From an optimization exercise on the open Yosys and OpenROAD flow, aimed at small area, a short achievable clock period and few clock cycles per item; shortcuts taken in it are not production practice.
Where RTL was checked, it was by simulation tests only, not by an equivalence proof against the original.
Power figures rest on the tool's default switching activity, not on a simulated workload.

==> module multiplier_1, before the edit <==
module multiplier_1(
    input clk,
    input res_n,
    input start,
    output reg done,
    input [15:0] arg1,
    input [15:0] arg2,
    output reg [31:0] product
    );
    reg [1:0] cnt;             
    reg [15:0] S, C;               
    reg ci;                        
    reg [15:0] L;                  
    wire busy = (cnt != 0);
    reg [3:0] xr;                 
    wire [3:0] x = busy ? xr : arg2[3:0];
    wire [15:0] as = busy ? S : 16'd0;
    wire [15:0] ac = busy ? C : 16'd0;
    wire aci = busy & ci;
    wire [15:0] pp0 = x[0] ? arg1 : 16'd0;
    wire [15:0] pp1 = x[1] ? arg1 : 16'd0;
    wire [15:0] pp2 = x[2] ? arg1 : 16'd0;
    wire [15:0] pp3 = x[3] ? arg1 : 16'd0;
    wire s1;
    wire c2;
    wire s3;
    wire c4;
    wire s5;
    wire c6;
    wire s7;
    wire c8;
    wire s9;
    wire c10;
    wire s11;
    wire c12;
    wire s13;
    wire c14;
    wire s15;
    wire c16;
    wire s17;
    wire c18;
    wire s19;
    wire c20;
    wire s21;
    wire c22;
    wire s23;
    wire c24;
    wire s25;
    wire c26;
    wire s27;
    wire c28;
    wire s29;
    wire c30;
    wire s31;
    wire c32;
    wire s33;
    wire c34;
    wire s35;
    wire c36;
    wire s37;
    wire c38;
    wire s39;
    wire c40;
    wire s41;
    wire c42;
    wire s43;
    wire c44;
    wire s45;
    wire c46;
    wire s47;
    wire c48;
    wire s49;
    wire c50;
    wire s51;
    wire c52;
    wire s53;
    wire c54;
    wire s55;
    wire c56;
    wire s57;
    wire c58;
    wire s59;
    wire c60;
    wire s61;
    wire c62;
    wire s63;
    wire c64;
    wire s65;
    wire c66;
    wire s67;
    wire c68;
    wire s69;
    wire c70;
    wire s71;
    wire c72;
    wire s73;
    wire c74;
    wire s75;
    wire c76;
    wire s77;
    wire c78;
    wire s79;
    wire c80;
    wire s81;
    wire c82;
    wire s83;
    wire c84;
    wire s85;
    wire c86;
    wire s87;
    wire c88;
    wire s89;
    wire c90;
    wire s91;
    wire c92;
    wire s93;
    wire c94;
    wire s95;
    wire c96;
    wire s97;
    wire c98;
    wire s99;
    wire c100;
    wire s101;
    wire c102;
    wire s103;
    wire c104;
    wire s105;
    wire c106;
    wire s107;
    wire c108;
    wire s109;
    wire c110;
    wire s111;
    wire c112;
    wire s113;
    wire c114;
    wire s115;
    wire c116;
    wire s117;
    wire c118;
    wire s119;
    wire c120;
    wire s121;
    wire c122;
    wire s123;
    wire c124;
    wire s125;
    wire c126;
    wire s127;
    wire c128;
    wire s129;
    wire c130;
    assign {c2, s1} = as[2] + ac[2];
    assign {c4, s3} = as[3] + ac[3] + pp0[3];
    assign {c6, s5} = pp1[2] + pp2[1];
    assign {c8, s7} = as[4] + ac[4] + pp0[4];
    assign {c10, s9} = pp1[3] + pp2[2] + pp3[1];
    assign {c12, s11} = as[5] + ac[5] + pp0[5];
    assign {c14, s13} = pp1[4] + pp2[3] + pp3[2];
    assign {c16, s15} = as[6] + ac[6] + pp0[6];
    assign {c18, s17} = pp1[5] + pp2[4] + pp3[3];
    assign {c20, s19} = as[7] + ac[7] + pp0[7];
    assign {c22, s21} = pp1[6] + pp2[5] + pp3[4];
    assign {c24, s23} = as[8] + ac[8] + pp0[8];
    assign {c26, s25} = pp1[7] + pp2[6] + pp3[5];
    assign {c28, s27} = as[9] + ac[9] + pp0[9];
    assign {c30, s29} = pp1[8] + pp2[7] + pp3[6];
    assign {c32, s31} = as[10] + ac[10] + pp0[10];
    assign {c34, s33} = pp1[9] + pp2[8] + pp3[7];
    assign {c36, s35} = as[11] + ac[11] + pp0[11];
    assign {c38, s37} = pp1[10] + pp2[9] + pp3[8];
    assign {c40, s39} = as[12] + ac[12] + pp0[12];
    assign {c42, s41} = pp1[11] + pp2[10] + pp3[9];
    assign {c44, s43} = as[13] + ac[13] + pp0[13];
    assign {c46, s45} = pp1[12] + pp2[11] + pp3[10];
    assign {c48, s47} = as[14] + ac[14] + pp0[14];
    assign {c50, s49} = pp1[13] + pp2[12] + pp3[11];
    assign {c52, s51} = as[15] + ac[15] + pp0[15];
    assign {c54, s53} = pp1[14] + pp2[13] + pp3[12];
    assign {c56, s55} = pp1[15] + pp2[14];
    assign {c58, s57} = as[0] + ac[0];
    assign {c60, s59} = as[1] + ac[1] + pp0[1];
    assign {c62, s61} = s1 + pp0[2] + pp1[1];
    assign {c64, s63} = s3 + s5 + pp3[0];
    assign {c66, s65} = s7 + s9 + c4;
    assign {c68, s67} = s11 + s13 + c8;
    assign {c70, s69} = s15 + s17 + c12;
    assign {c72, s71} = s19 + s21 + c16;
    assign {c74, s73} = s23 + s25 + c20;
    assign {c76, s75} = s27 + s29 + c24;
    assign {c78, s77} = s31 + s33 + c28;
    assign {c80, s79} = s35 + s37 + c32;
    assign {c82, s81} = s39 + s41 + c36;
    assign {c84, s83} = s43 + s45 + c40;
    assign {c86, s85} = s47 + s49 + c44;
    assign {c88, s87} = s51 + s53 + c48;
    assign {c90, s89} = s55 + pp3[13] + c52;
    assign {c92, s91} = pp2[15] + pp3[14];
    assign {c94, s93} = s57 + aci;
    assign {c96, s95} = s59 + pp1[0] + c58;
    assign {c98, s97} = s61 + pp2[0] + c60;
    assign {c100, s99} = s63 + c2 + c62;
    assign {c102, s101} = s65 + c6 + c64;
    assign {c104, s103} = s67 + c10 + c66;
    assign {c106, s105} = s69 + c14 + c68;
    assign {c108, s107} = s71 + c18 + c70;
    assign {c110, s109} = s73 + c22 + c72;
    assign {c112, s111} = s75 + c26 + c74;
    assign {c114, s113} = s77 + c30 + c76;
    assign {c116, s115} = s79 + c34 + c78;
    assign {c118, s117} = s81 + c38 + c80;
    assign {c120, s119} = s83 + c42 + c82;
    assign {c122, s121} = s85 + c46 + c84;
    assign {c124, s123} = s87 + c50 + c86;
    assign {c126, s125} = s89 + c54 + c88;
    assign {c128, s127} = s91 + c56 + c90;
    assign {c130, s129} = pp3[15] + c92;
    wire [19:0] ra = {c130, s129, s127, s125, s123, s121, s119, s117, s115, s113, s111, s109, s107, s105, s103, s101, s99, s97, s95, s93};
    wire [19:0] rb = {1'b0, c128, c126, c124, c122, c120, c118, c116, c114, c112, c110, c108, c106, c104, c102, c100, c98, c96, c94, pp0[0]};
    wire [4:0] lo = ra[3:0] + rb[3:0];
    always @(*) product = {S + C + {15'd0, ci}, L};
    always @(posedge clk) begin
        if (!res_n) begin
            done <= 1'b0;
            cnt <= 0;
        end else if (!done && (busy || start)) begin
            cnt <= (cnt == 3) ? 0 : cnt + 1'b1;
            if (cnt == 3) done <= 1'b1;
        end
        if (!done) begin
            S <= ra[19:4];
            C <= rb[19:4];
            ci <= lo[4];
            L <= {lo[3:0], L[15:4]};
        end
        case (cnt)
            0: xr <= arg2[7:4];
            1: xr <= arg2[11:8];
            default: xr <= arg2[15:12];
        endcase
    end
endmodule
clock: 5.0 ns
lec_check: 0
cap_margin: 20
core_margin: 2
core_utilization: 40
place_density: 0.6
setup_slack_margin: 1.6
slew_margin: 20
standard.sh (not shown) runs the stock make flow with config.mk's settings and CLKGATE_MAP_FILE= SYNTH_SCRIPT=/design/flow/synth_recipe.tcl, a recipe that flattens the netlist after the stock synthesis.
==> flow/flow/run.sh <==
#!/bin/bash
# The standard layout, with every port buffered by the smallest buffer
# (sky130_fd_sc_hd__buf_1) and a leaner clock tree.
set -euo pipefail
bash standard.sh BUFFER_PORTS_ARGS="-buffer_cell sky130_fd_sc_hd__buf_1" CTS_ARGS="-sink_clustering_enable -repair_clock_nets -dont_use_dummy_load -buf_list sky130_fd_sc_hd__clkbuf_8" > standard.log 2>&1
Change:
--- a/flow/design.v
+++ b/flow/design.v
@@ -234,10 +234,6 @@
             ci <= lo[4];
             L <= {lo[3:0], L[15:4]};
+            xr <= arg2[(cnt+1'b1)*4 +: 4];
         end
-        case (cnt)
-            0: xr <= arg2[7:4];
-            1: xr <= arg2[11:8];
-            default: xr <= arg2[15:12];
-        endcase
     end
 endmodule
What happened: Global-route usage is higher by 1.2 points; flip-flop and latch count does not change; clock-buffer cell count stays the same; total power is lower by a few percent; setup slack is better by 0.13 ns; via count is higher by a few percent; final area is lower slightly; first-iteration DRC count is higher by well over a third; non-clock buffer count is lower by 10; synthesized area is higher by a few percent; utilization is lower by 2.2 points; routed wire length is higher by a little under a tenth; maximum frequency is higher by a few percent; synthesized cell count is higher by a few percent.
Testbench counts after the change, summed over its fixed seeds: cycles 952, items 192.
Only the layout flow was run in the first run of this note; the RTL was not checked for function there.

[static timing again, ports no longer ideal]
In the flow no input, the clock included, has a driving cell. The finished layouts below were timed again as built, in two steps.
Step 1 (the two cells are an assumption about what drives the block):
set clk [get_ports {clk}]
set_driving_cell -lib_cell sky130_fd_sc_hd__clkbuf_16 $clk
set_driving_cell -lib_cell sky130_fd_sc_hd__buf_2 [delete_from_list [all_inputs] $clk]
Step 2 times the ports against the registers' clock, not the clock port: input delays grow and output delays shrink by t, the midpoint of the rising clock arrivals with the driver on.
Three values: ideal, step 1, step 2; two values: the first two.
| run | t (ns) | setup WS [ns] | pins driven straight from the clock port |
|---|---|---|---|
| the first run | 0.325 | 1.415 / 1.382 / 1.357 | 1 |
| the second run | 0.342 | 1.544 / 1.514 / 1.500 | 1 |
After both steps setup and hold are still met in every run listed. The setup slack of the first run, which loses most, moves by -0.033 ns with the drivers and by -0.058 ns with both steps.
